Source: an optimization exercise on an open RTL-to-GDS flow (aim: small area). Production flows keep margins and buffers that such runs may drop.
Power and IR drop assume default switching activity.

== v50 ==
// AHBPERIPH
module AHBPERIPH(
  input  wire        HCLK,
  input  wire        HRESETn,
  input  wire [31:0] HADDR,
  input  wire [1:0]  HTRANS,
  input  wire        HWRITE,
  input  wire [31:0] HWDATA,
  output reg  [31:0] HRDATA,
  output wire        HREADY,
  input  wire        RsRx,
  output wire        RsTx,
  input  wire        capture_event,
  output wire        PWM_OUT,
  input  wire [15:0] GPIOIN,
  output wire [15:0] GPIOOUT,
  output wire [6:0]  seg,
  output wire        dp,
  output wire [3:0]  an,
  output wire        uart_irq,
  output wire        timer_irq,
  output wire        gpio_irq
);
clock: 10.0 ns
lec_check: 0
cap_margin: 20
core_margin: 2
core_utilization: 40
place_density: 0.6
slew_margin: 20
standard.sh (not shown) runs the stock make flow with config.mk's settings and CLKGATE_MAP_FILE= SYNTH_SCRIPT=/design/flow/synth_recipe.tcl, a recipe that flattens the netlist after the stock synthesis.
==> flow/flow/run.sh <==
#!/bin/bash
set -euo pipefail
W=$PWD
# Synthesis script: synth_recipe.tcl with abc's -script argument replaced.
{
  echo "proc abc {args} {"
  echo "  set i [lsearch -exact \$args -script]"
  echo "  if {\$i >= 0} { lset args [expr {\$i + 1}] $W/flow/area.abc }"
  echo "  yosys abc {*}\$args"
  echo "}"
  cat synth_recipe.tcl
} > my_synth.tcl
sed "s|SYNTH_SCRIPT=[^ ]*|SYNTH_SCRIPT=$W/my_synth.tcl|" standard.sh > my_standard.sh
grep -q "SYNTH_SCRIPT=$W/my_synth.tcl" my_standard.sh
export BUFFER_PORTS_ARGS="-buffer_cell sky130_fd_sc_hd__buf_1"
export CTS_ARGS="-sink_clustering_enable -repair_clock_nets -dont_use_dummy_load -buf_list sky130_fd_sc_hd__clkbuf_4 -root_buf sky130_fd_sc_hd__clkbuf_16 -sink_clustering_size 11 -sink_clustering_max_diameter 45"
bash my_standard.sh > standard.log 2>&1
==> flow/flow/area.abc <==
strash
dc2
dch -f
amap -m -F 4 -A 8
v50 completed end to end with timing, DRC and antenna clean.
--- input diff v50..v19 ---
--- a/flow/flow/run.sh
+++ b/flow/flow/run.sh
@@ -14,4 +14,4 @@
 grep -q "SYNTH_SCRIPT=$W/my_synth.tcl" my_standard.sh
 export BUFFER_PORTS_ARGS="-buffer_cell sky130_fd_sc_hd__buf_1"
-export CTS_ARGS="-sink_clustering_enable -repair_clock_nets -dont_use_dummy_load -buf_list sky130_fd_sc_hd__clkbuf_4 -root_buf sky130_fd_sc_hd__clkbuf_16 -sink_clustering_size 11 -sink_clustering_max_diameter 45"
+export CTS_ARGS="-sink_clustering_enable -repair_clock_nets -dont_use_dummy_load -buf_list sky130_fd_sc_hd__clkbuf_4 -root_buf sky130_fd_sc_hd__clkbuf_16 -sink_clustering_size 8 -sink_clustering_max_diameter 40"
 bash my_standard.sh > standard.log 2>&1
--- a/flow/config.mk
+++ b/flow/config.mk
@@ -8,5 +8,5 @@
 export CAP_MARGIN = 20
 export CORE_MARGIN = 2
-export CORE_UTILIZATION = 40
-export PLACE_DENSITY = 0.6
+export CORE_UTILIZATION = 55
+export PLACE_DENSITY = 0.7
 export SLEW_MARGIN = 20
Wire length of the first global-routing pass of v19 falls short of that of v50 by a few percent.
Compared with v50, v19 instantiates a smaller number of cells.
Sort v19 and v50 by final area, ascending, and v19 comes first.
v19 has largest voltage drop on the vdd net above what v50 had.
There was hardly any difference in worst hold slack after final layout between v19 and v50.
The net switching component of the power reported for v19 is greater than that of v50 by 1.4%.
[inputs] v29 vs v19
--- a/flow/flow/run.sh
+++ b/flow/flow/run.sh
@@ -14,4 +14,4 @@
 grep -q "SYNTH_SCRIPT=$W/my_synth.tcl" my_standard.sh
 export BUFFER_PORTS_ARGS="-buffer_cell sky130_fd_sc_hd__buf_1"
-export CTS_ARGS="-sink_clustering_enable -repair_clock_nets -dont_use_dummy_load -buf_list sky130_fd_sc_hd__clkbuf_4 -root_buf sky130_fd_sc_hd__clkbuf_16 -sink_clustering_size 8 -sink_clustering_max_diameter 40"
+export CTS_ARGS="-sink_clustering_enable -repair_clock_nets -dont_use_dummy_load -buf_list sky130_fd_sc_hd__clkbuf_8 -sink_clustering_size 14 -sink_clustering_max_diameter 50"
 bash my_standard.sh > standard.log 2>&1
--- a/flow/config.mk
+++ b/flow/config.mk
@@ -8,5 +8,5 @@
 export CAP_MARGIN = 20
 export CORE_MARGIN = 2
-export CORE_UTILIZATION = 55
-export PLACE_DENSITY = 0.7
+export CORE_UTILIZATION = 40
+export PLACE_DENSITY = 0.6
 export SLEW_MARGIN = 20
Findings:
- Comparing v19 with v29, the fraction of area in non-clock buffers came out essentially unchanged.
- On pin count of the biggest net entering global routing, the lower figure sits with v19, not v29.
- The chip height reported for v29 is greater than that of v19 by 17%.
- On worst max-slew margin expressed relative to the limit, the lower figure sits with v29, not v19.
- v29 vs v19, capture point of the critical path: HRDATA[0] vs HRDATA[2]
- Relative to v19, cell area after layout has increased by about 1.2% in v29.
- v19 → v29: share of cell area taken by multi-input logic gates shrank by 0.34 points; hold slack shrank by 0.0050 ns.
diff inputs: v29 => v1
==> flow/flow/run.sh <==
#!/bin/bash
set -e
cp standard.sh standard.sh.copy.txt
export BUFFER_PORTS_ARGS="-buffer_cell sky130_fd_sc_hd__buf_1"
export CTS_ARGS="-sink_clustering_enable -repair_clock_nets -dont_use_dummy_load -buf_list sky130_fd_sc_hd__clkbuf_4"
bash standard.sh > standard.log 2>&1
removed: flow/flow/area.abc
Results
The source-to-sink clock delay at the later pin of the worst-skew pair in v1 was higher than what v29 gave.
Compared with v29, in v1 clock period minus final worst setup slack lost 1.48 ns, number of fill cells in the layout went up 213.
Full die area: v1 worse than v29
Between v29 and v1, total global routing track utilization decreased.
Relative to v29, clock group share of total power has increased by 1.5 points in v1.
Input changes introduced in v9 (baseline for comparison: v1):
==> flow/flow/run.sh <==
#!/bin/bash
set -euo pipefail
W=$PWD
# Synthesis script: synth_recipe.tcl with abc's -script argument replaced.
{
  echo "proc abc {args} {"
  echo "  set i [lsearch -exact \$args -script]"
  echo "  if {\$i >= 0} { lset args [expr {\$i + 1}] $W/flow/area.abc }"
  echo "  yosys abc {*}\$args"
  echo "}"
  cat synth_recipe.tcl
} > my_synth.tcl
sed "s|SYNTH_SCRIPT=[^ ]*|SYNTH_SCRIPT=$W/my_synth.tcl|" standard.sh > my_standard.sh
grep -q "SYNTH_SCRIPT=$W/my_synth.tcl" my_standard.sh
export BUFFER_PORTS_ARGS="-buffer_cell sky130_fd_sc_hd__buf_1"
export CTS_ARGS="-sink_clustering_enable -repair_clock_nets -dont_use_dummy_load -buf_list sky130_fd_sc_hd__clkbuf_4 -root_buf sky130_fd_sc_hd__clkbuf_16 -sink_clustering_size 8 -sink_clustering_max_diameter 40"
bash my_standard.sh > standard.log 2>&1
==> flow/flow/area.abc (new file) <==
strash
dc2
dch -f
amap -m -F 4 -A 8
==> notes.md <==
In v9, the die span in x came out 2.0% below the value in v1. v9 against v1: critical path depth grew by 5, cell internal power dissipation lower. Going from v1 to v9, worst hold margin picked up an extra 0.011 ns, global-route usage picked up an extra 3.1 points.
Function was not checked in any run of this note: the RTL went through the layout flow alone.

[what the ideal ports hide]
How much do the figures lean on ideal ports? The routed layouts below were timed once more, with nothing changed but the port constraints. Step 1 sets driving cells, clkbuf_16 on the clock port and buf_2 on the other inputs (assumed; they add their load-dependent delay and slew). Step 2, shift: input delay + t, output delay - t, t = (earliest + latest rising clock arrival at the registers) / 2. This alone moves slack from input paths to output paths. a / b / c = no drivers / after step 1 / after step 2; a / b = the first two.
run | t (ns) | slack for setup (ns) | worst hold slack (ns) | pins driven straight from the clock port
v50 | 0.639 | 2.345 / 2.287 / 2.927 | 0.467 / 0.467 / 0.467 | 1
v19 | 0.635 | 2.385 / 2.326 / 2.961 | 0.470 / 0.470 / 0.470 | 1
v29 | 0.710 | 2.348 / 2.294 / 3.003 | 0.465 / 0.465 / 0.465 | 1
v1 | 0.962 | 3.828 / 3.766 / 4.727 | 0.460 / 0.460 / 0.460 | 1
v9 | 0.618 | 2.372 / 2.314 / 2.932 | 0.471 / 0.471 / 0.471 | 1
After both steps every run listed still meets setup and hold.
